What follows belongs to an exercise in optimizing a design on an open flow for a short achievable clock period and few clock cycles; a production flow would make more cautious choices.
Only simulation tests tie the RTL to the original design; equivalence was not proved.
No activity file was given, so power comes from the tool's default toggle rates.

==> run X: inputs <==
==> flow/design.v <==
`timescale 1ns / 1ps
module mcpu(clk,rst,mem_addr,mem_wdata,mem_we,mem_rdata);
	input wire clk,rst;
	output wire [10:0] mem_addr;
	output wire [31:0] mem_wdata;
	output wire mem_we;
	input wire [31:0] mem_rdata;
	localparam CB = 4;               
	localparam CN = 1 << CB;
	localparam TW = 11 - CB;         
	function [32:0] ks32;
		input [31:0] a, b;
		input cin;
		reg [31:0] g, p, g2, p2, x;
		integer i, l, d;
		begin
			x = a ^ b;
			g = a & b;
			g[0] = g[0] | (x[0] & cin);
			p = x;
			d = 1;
			for (l = 0; l < 5; l = l + 1) begin
				for (i = 0; i < 32; i = i + 1)
					if (i >= d) begin
						g2[i] = g[i] | (p[i] & g[i-d]);
						p2[i] = p[i] & p[i-d];
					end else begin
						g2[i] = g[i];
						p2[i] = p[i];
					end
				g = g2;
				p = p2;
				d = d * 2;
			end
			ks32 = {g[31], x ^ {g[30:0], cin}};
		end
	endfunction
	function [31:0] onehot5;
		input [4:0] a;
		integer i;
		begin
			for (i = 0; i < 32; i = i + 1)
				onehot5[i] = (a == i);
		end
	endfunction
	function [CN-1:0] onehotc;
		input [CB-1:0] a;
		integer i;
		begin
			for (i = 0; i < CN; i = i + 1)
				onehotc[i] = (a == i);
		end
	endfunction
	reg [10:0] nfb;                  
	reg [CN-1:0] nfb_oh;             
	reg [10:0] addr_q;               
	reg        d_v;
	reg [31:0] d_ir;
	reg [31:0] d_rs_oh, d_rt_oh;     
	reg [10:0] d_pcp1;
	reg        d_pt;
	reg [31:0] e_a, e_b, e_sd;
	reg        e_cin;
	reg [6:0]  e_op;                 
	reg [4:0]  e_sh;
	reg [4:0]  e_wd;                 
	reg [4:0]  e_ld;                 
	reg        e_mem, e_st;          
	reg        e_br, e_bne, e_pt;    
	reg [10:0] e_alt;                
	reg        m_busy, m_we;
	reg [10:0] m_addr;
	reg [31:0] m_wdata;
	reg [4:0]  m_wd;                 
	reg        m_isld;               
	reg [31:0] m_res;                
	reg [31:0] c_data [0:CN-1];
	reg [TW-1:0] c_tag [0:CN-1];
	reg [10:0] c_tgt [0:CN-1];
	reg [CN-1:0] c_pt;
	reg [CN-1:0] c_val;
	reg          fl_v;
	reg [CN-1:0] fl_oh;
	reg [31:0]   fl_data;
	reg [10:0]   fl_pc;
	reg [31:0] rf [1:31];
	assign mem_addr  = addr_q;
	assign mem_we    = m_we;
	assign mem_wdata = m_wdata;
	reg [31:0] cr_data;
	reg [TW-1:0] cr_tag;
	reg [10:0] cr_tgt;
	reg cr_pt, cr_val;
	integer k;
	always @* begin
		cr_data = 32'd0;
		cr_tag = {TW{1'b0}};
		cr_tgt = 11'd0;
		cr_pt = 1'b0;
		cr_val = 1'b0;
		for (k = 0; k < CN; k = k + 1) begin
			cr_data = cr_data | ({32{nfb_oh[k]}} & c_data[k]);
			cr_tag = cr_tag | ({TW{nfb_oh[k]}} & c_tag[k]);
			cr_tgt = cr_tgt | ({11{nfb_oh[k]}} & c_tgt[k]);
			cr_pt = cr_pt | (nfb_oh[k] & c_pt[k]);
			cr_val = cr_val | (nfb_oh[k] & c_val[k]);
		end
	end
	wire c_hit = cr_val & (cr_tag == nfb[10:CB]);
	wire fetch_ok = ~m_busy | c_hit;
	wire [32:0] nfb1_s = ks32({21'd0, nfb}, 32'd0, 1'b1);
	wire [10:0] nf1 = nfb1_s[10:0];
	wire [5:0] m_op = mem_rdata[31:26];
	wire m_j  = (m_op == 6'b000010);
	wire m_br = (m_op[5:1] == 5'b00010);
	wire m_pt = m_j | (m_br & ((mem_rdata[25:21] == mem_rdata[20:16]) ? ~m_op[0] : (mem_rdata[15] | m_op[0])));
	wire m_bpt = m_pt & ~m_j;                
	wire [32:0] tgt_s = ks32({21'd0, nfb}, {21'd0, mem_rdata[10:0]}, 1'b1);
	wire [31:0] fw = m_busy ? cr_data : mem_rdata;
	wire f_pt = m_busy ? cr_pt : m_pt;
	wire [5:0] op = d_ir[31:26];
	wire [4:0] rs = d_ir[25:21], rt = d_ir[20:16], rd = d_ir[15:11];
	wire [5:0] fn = d_ir[5:0];
	wire [31:0] imm = {{16{d_ir[15]}}, d_ir[15:0]};
	wire i_r   = (op == 6'b000000);
	wire i_addi= (op == 6'b001000);
	wire i_lw  = (op == 6'b100011);
	wire i_sw  = (op == 6'b101011);
	wire i_beq = (op == 6'b000100);
	wire i_bne = (op == 6'b000101);
	wire i_br  = i_beq | i_bne;
	wire use_rs = i_r | i_addi | i_lw | i_sw | i_br;
	wire use_rt = i_r | i_sw | i_br;
	wire f_sub = i_r & (fn == 6'b100010);
	wire f_and = i_r & (fn == 6'b100100);
	wire f_or  = i_r & (fn == 6'b100101);
	wire f_xor = i_r & (fn == 6'b100110);
	wire f_slt = i_r & (fn == 6'b101010);
	wire f_sll = i_r & (fn == 6'b000000);
	wire f_srl = i_r & (fn == 6'b000010);
	wire [32:0] d_sum = ks32({21'd0, d_pcp1}, {21'd0, d_ir[10:0]}, 1'b0);
	wire [10:0] d_tgt = d_sum[10:0];     
	wire f_add = ~(f_and | f_or | f_xor | f_slt | f_sll | f_srl);   
	reg [31:0] rf_a, rf_b;
	always @* begin
		rf_a = 32'd0;
		rf_b = 32'd0;
		for (k = 1; k < 32; k = k + 1) begin
			rf_a = rf_a | ({32{d_rs_oh[k]}} & rf[k]);
			rf_b = rf_b | ({32{d_rt_oh[k]}} & rf[k]);
		end
	end
	wire [31:0] e_res;
	wire [31:0] m_val = m_isld ? mem_rdata : m_res;
	wire [31:0] va = (e_wd != 5'd0 && e_wd == rs) ? e_res :
	                 (m_wd != 5'd0 && m_wd == rs) ? m_val : rf_a;
	wire [31:0] vb = (e_wd != 5'd0 && e_wd == rt) ? e_res :
	                 (m_wd != 5'd0 && m_wd == rt) ? m_val : rf_b;
	wire stall = d_v & (e_ld != 5'd0) & ((use_rs & (rs == e_ld)) | (use_rt & (rt == e_ld)));
	wire kill = e_br & (((e_a == e_b) ^ e_bne) ^ e_pt);
	wire d_go = d_v & ~stall & ~kill;        
	wire d_acc = ~d_v | ~stall;              
	wire s_go   = d_acc & fetch_ok;
	wire s_hold = ~(d_acc & fetch_ok);
	wire s_seq  = s_go & ~f_pt;
	wire s_ctgt = s_go & m_busy & cr_pt;
	wire s_jtgt = s_go & ~m_busy & m_j;
	wire s_btgt = s_go & ~m_busy & m_bpt;
	wire [10:0] nfb_k = ({11{s_hold}} & nfb)
	                  | ({11{s_seq}} & nf1) | ({11{s_ctgt}} & cr_tgt)
	                  | ({11{s_jtgt}} & mem_rdata[10:0]) | ({11{s_btgt}} & tgt_s[10:0]);
	wire [10:0] nfb_n = kill ? e_alt : nfb_k;
	wire [10:0] addr_n = e_mem ? sum[10:0] : nfb_n;
	wire [CN-1:0] nfb_oh_k = ({CN{s_hold}} & nfb_oh)
	                       | ({CN{s_seq}} & {nfb_oh[CN-2:0], nfb_oh[CN-1]})
	                       | ({CN{s_ctgt}} & onehotc(cr_tgt[CB-1:0]))
	                       | ({CN{s_jtgt}} & onehotc(mem_rdata[CB-1:0]))
	                       | ({CN{s_btgt}} & onehotc(tgt_s[CB-1:0]));
	wire [CN-1:0] nfb_oh_n = kill ? onehotc(e_alt[CB-1:0]) : nfb_oh_k;
	wire [32:0] sum_s = ks32(e_a, e_b, e_cin);
	wire [31:0] sum = sum_s[31:0];
	wire e_cout = sum_s[32];
	wire [31:0] shl = e_b << e_sh;
	wire [31:0] shr = e_b >> e_sh;
	assign e_res = ({32{e_op[0]}} & sum)
	             | ({32{e_op[1]}} & (e_a & e_b))
	             | ({32{e_op[2]}} & (e_a | e_b))
	             | ({32{e_op[3]}} & (e_a ^ e_b))
	             | ({32{e_op[4]}} & {31'd0, ~e_cout})
	             | ({32{e_op[5]}} & shl)
	             | ({32{e_op[6]}} & shr);
	always @(posedge clk) begin
		for (k = 1; k < 32; k = k + 1)
			if (m_wd == k)
				rf[k] <= m_val;
	end
	wire [5:0] fl_op = fl_data[31:26];
	wire fl_j  = (fl_op == 6'b000010);
	wire fl_br = (fl_op[5:1] == 5'b00010);
	wire fl_pt = fl_j | (fl_br & ((fl_data[25:21] == fl_data[20:16]) ? ~fl_op[0] : (fl_data[15] | fl_op[0])));
	wire [32:0] fl_sum = ks32({21'd0, fl_pc}, {21'd0, fl_data[10:0]}, 1'b1);
	wire [10:0] fl_tgt = fl_j ? fl_data[10:0] : fl_sum[10:0];
	always @(posedge clk) begin
		if (rst) begin
			fl_v <= 1'b0;
			c_val <= {CN{1'b0}};
		end else begin
			fl_v <= ~m_busy;
			if (m_we && c_tag[m_addr[CB-1:0]] == m_addr[10:CB])
				c_val[m_addr[CB-1:0]] <= 1'b0;
			else if (fl_v)
				c_val <= c_val | fl_oh;
		end
		fl_oh <= nfb_oh;
		fl_data <= mem_rdata;
		fl_pc <= nfb;
		for (k = 0; k < CN; k = k + 1)
			if (fl_v & fl_oh[k]) begin
				c_data[k] <= fl_data;
				c_tag[k] <= fl_pc[10:CB];
				c_tgt[k] <= fl_tgt;
				c_pt[k] <= fl_pt;
			end
	end
	always @(posedge clk) begin
		if (rst) begin
			nfb <= 11'd0;
			nfb_oh <= {{(CN-1){1'b0}}, 1'b1};
			addr_q <= 11'd0;
			d_v <= 1'b0;
		end else begin
			nfb <= nfb_n;
			nfb_oh <= nfb_oh_n;
			addr_q <= addr_n;
			if (kill)
				d_v <= 1'b0;
			else if (d_acc)
				d_v <= fetch_ok;
		end
		if (d_acc) begin
			d_ir <= fw;
			d_rs_oh <= onehot5(fw[25:21]);
			d_rt_oh <= onehot5(fw[20:16]);
			d_pcp1 <= nf1;
			d_pt <= f_pt;
		end
		if (rst | ~d_go) begin
			e_wd <= 5'd0;
			e_ld <= 5'd0;
			e_mem <= 1'b0;
			e_st <= 1'b0;
			e_br <= 1'b0;
		end else begin
			e_wd <= (i_r ? rd : (i_addi ? rt : 5'd0));
			e_ld <= i_lw ? rt : 5'd0;
			e_mem <= i_lw | i_sw;
			e_st <= i_sw;
			e_br <= i_br;
		end
		e_bne <= i_bne;
		e_pt <= d_pt;
		e_a <= va;
		e_b <= (i_r | i_br) ? ((f_sub | f_slt) ? ~vb : vb) : imm;
		e_cin <= f_sub | f_slt;
		e_sd <= vb;
		e_op <= {f_srl, f_sll, f_slt, f_xor, f_or, f_and, f_add};
		e_sh <= d_ir[10:6];
		e_alt <= d_pt ? d_pcp1 : d_tgt;
		if (rst) begin
			m_busy <= 1'b0;
			m_we <= 1'b0;
			m_wd <= 5'd0;
		end else begin
			m_busy <= e_mem;
			m_we <= e_st;
			m_wd <= e_wd | e_ld;
		end
		m_isld <= e_ld != 5'd0;
		m_res <= e_res;
		m_addr <= sum[10:0];
		m_wdata <= e_sd;
	end
endmodule
==> flow/flow/run.sh <==
#!/bin/bash
# Own layout flow: the standard layout (standard.sh, standard synthesis),
# except that timing repair aims for more setup slack than the 10 ns target
# needs (SETUP_SLACK_MARGIN, from flow/margin.txt), so the layout reaches a
# shorter period. Each step's full output goes to a log file in the work folder.
set -euo pipefail
MARGIN=$(cat flow/margin.txt)
bash standard.sh synth > log_synth.txt 2>&1
for step in floorplan place cts route finish; do
  bash standard.sh SETUP_SLACK_MARGIN=$MARGIN $step > log_$step.txt 2>&1
done
==> flow/flow/margin.txt <==
7.2
==> flow/standard.sh <==
#!/bin/bash
# synth_recipe.tcl (not shown) runs the flow's synth.tcl, then flattens the netlist and writes it again
# the make line also repeats each setting of config.mk as NAME=value (left out here)
make -C /OpenROAD-flow-scripts/flow DESIGN_CONFIG=/design/flow/config.mk WORK_HOME=/design/flow/orfs CLKGATE_MAP_FILE= SYNTH_SCRIPT=/design/flow/synth_recipe.tcl "${@:-finish}"
==> flow/config.mk <==
export PLATFORM = sky130hd
export DESIGN_NAME = mcpu
export DESIGN_NICKNAME = mcpu
export VERILOG_FILES = /design/flow/design.v
export SDC_FILE = /design/flow/constraint.sdc
export NUM_CORES = 4
export LEC_CHECK = 0
export CAP_MARGIN = 20
export CORE_MARGIN = 2
export CORE_UTILIZATION = 30
export PLACE_DENSITY = 0.45
export SLEW_MARGIN = 20
==> flow/constraint.sdc <==
create_clock -name core_clock -period 10.0 [get_ports {clk}]
set_input_delay 2.0000 -clock core_clock [delete_from_list [all_inputs] [get_ports {clk}]]
set_output_delay 2.0000 -clock core_clock [all_outputs]
set_load 0.01 [all_outputs]
==> inputs of run H, as changes to run X <==
==> flow/flow/margin.txt (replaced) <==
6.6
==> comparison table <==
item	run X	run H
Run status	finished clean	finished clean
Max Clock Skew	0.0910 ns	0.0547 ns
Final cell count without fillers	11600	11300
Internal power	17.5 mW	17.3 mW
PD cells	205 mW/mm²	212 mW/mm²
Pin count of the biggest net entering global routing	73	76
Routing usage on met1	37.7%	37.2%
Arrival time of data at the critical path endpoint	4.37 ns	4.35 ns
Placed Area	0.101 mm²	0.101 mm²
Rel. slew slack	17.9%	15.9%
Via total after detailed routing	75700	73000
Buffers inserted during post-CTS setup optimization	306	64
Startpoint of the tightest hold check path	e_sd[6]	e_sd[18]
Required time at the endpoint of the critical path	10.74 ns	10.75 ns
Sum of met2 wire segment lengths after detailed routing	199 mm	188 mm
HPWL Detailed	257 mm	254 mm
Testbench counts of run X, summed over its fixed seeds: cycles 18,136.
Testbench counts of run H, summed over its fixed seeds: cycles 18,136.

## re-timing with driven ports
In the flow no input, the clock included, has a driving cell. The finished layouts below were timed again as built, in two steps.
Step 1, drivers: a clkbuf_16 drives clk and a buf_2 each remaining input, both assumed.
Step 2, shift: input delay + t, output delay - t, t = (earliest + latest rising clock arrival at the registers) / 2. This alone moves slack from input paths to output paths.
Three values: no drivers, after step 1, after step 2; two values: the first two.
| run | t, ns | setup slack, ns | clock arrival spread, ns | worst register clock-pin slew, ns |
|---|---|---|---|---|
| run X | 0.997 | 6.373 / 6.417 / 5.436 | 0.094 / 0.095 | 0.07 / 0.07 |
| run H | 1.020 | 6.399 / 6.399 / 5.537 | 0.057 / 0.057 | 0.07 / 0.07 |
After both steps every run listed still meets setup and hold. For run X, which loses most, drivers alone change the setup slack by +0.044 ns; drivers and shift together by -0.937 ns.
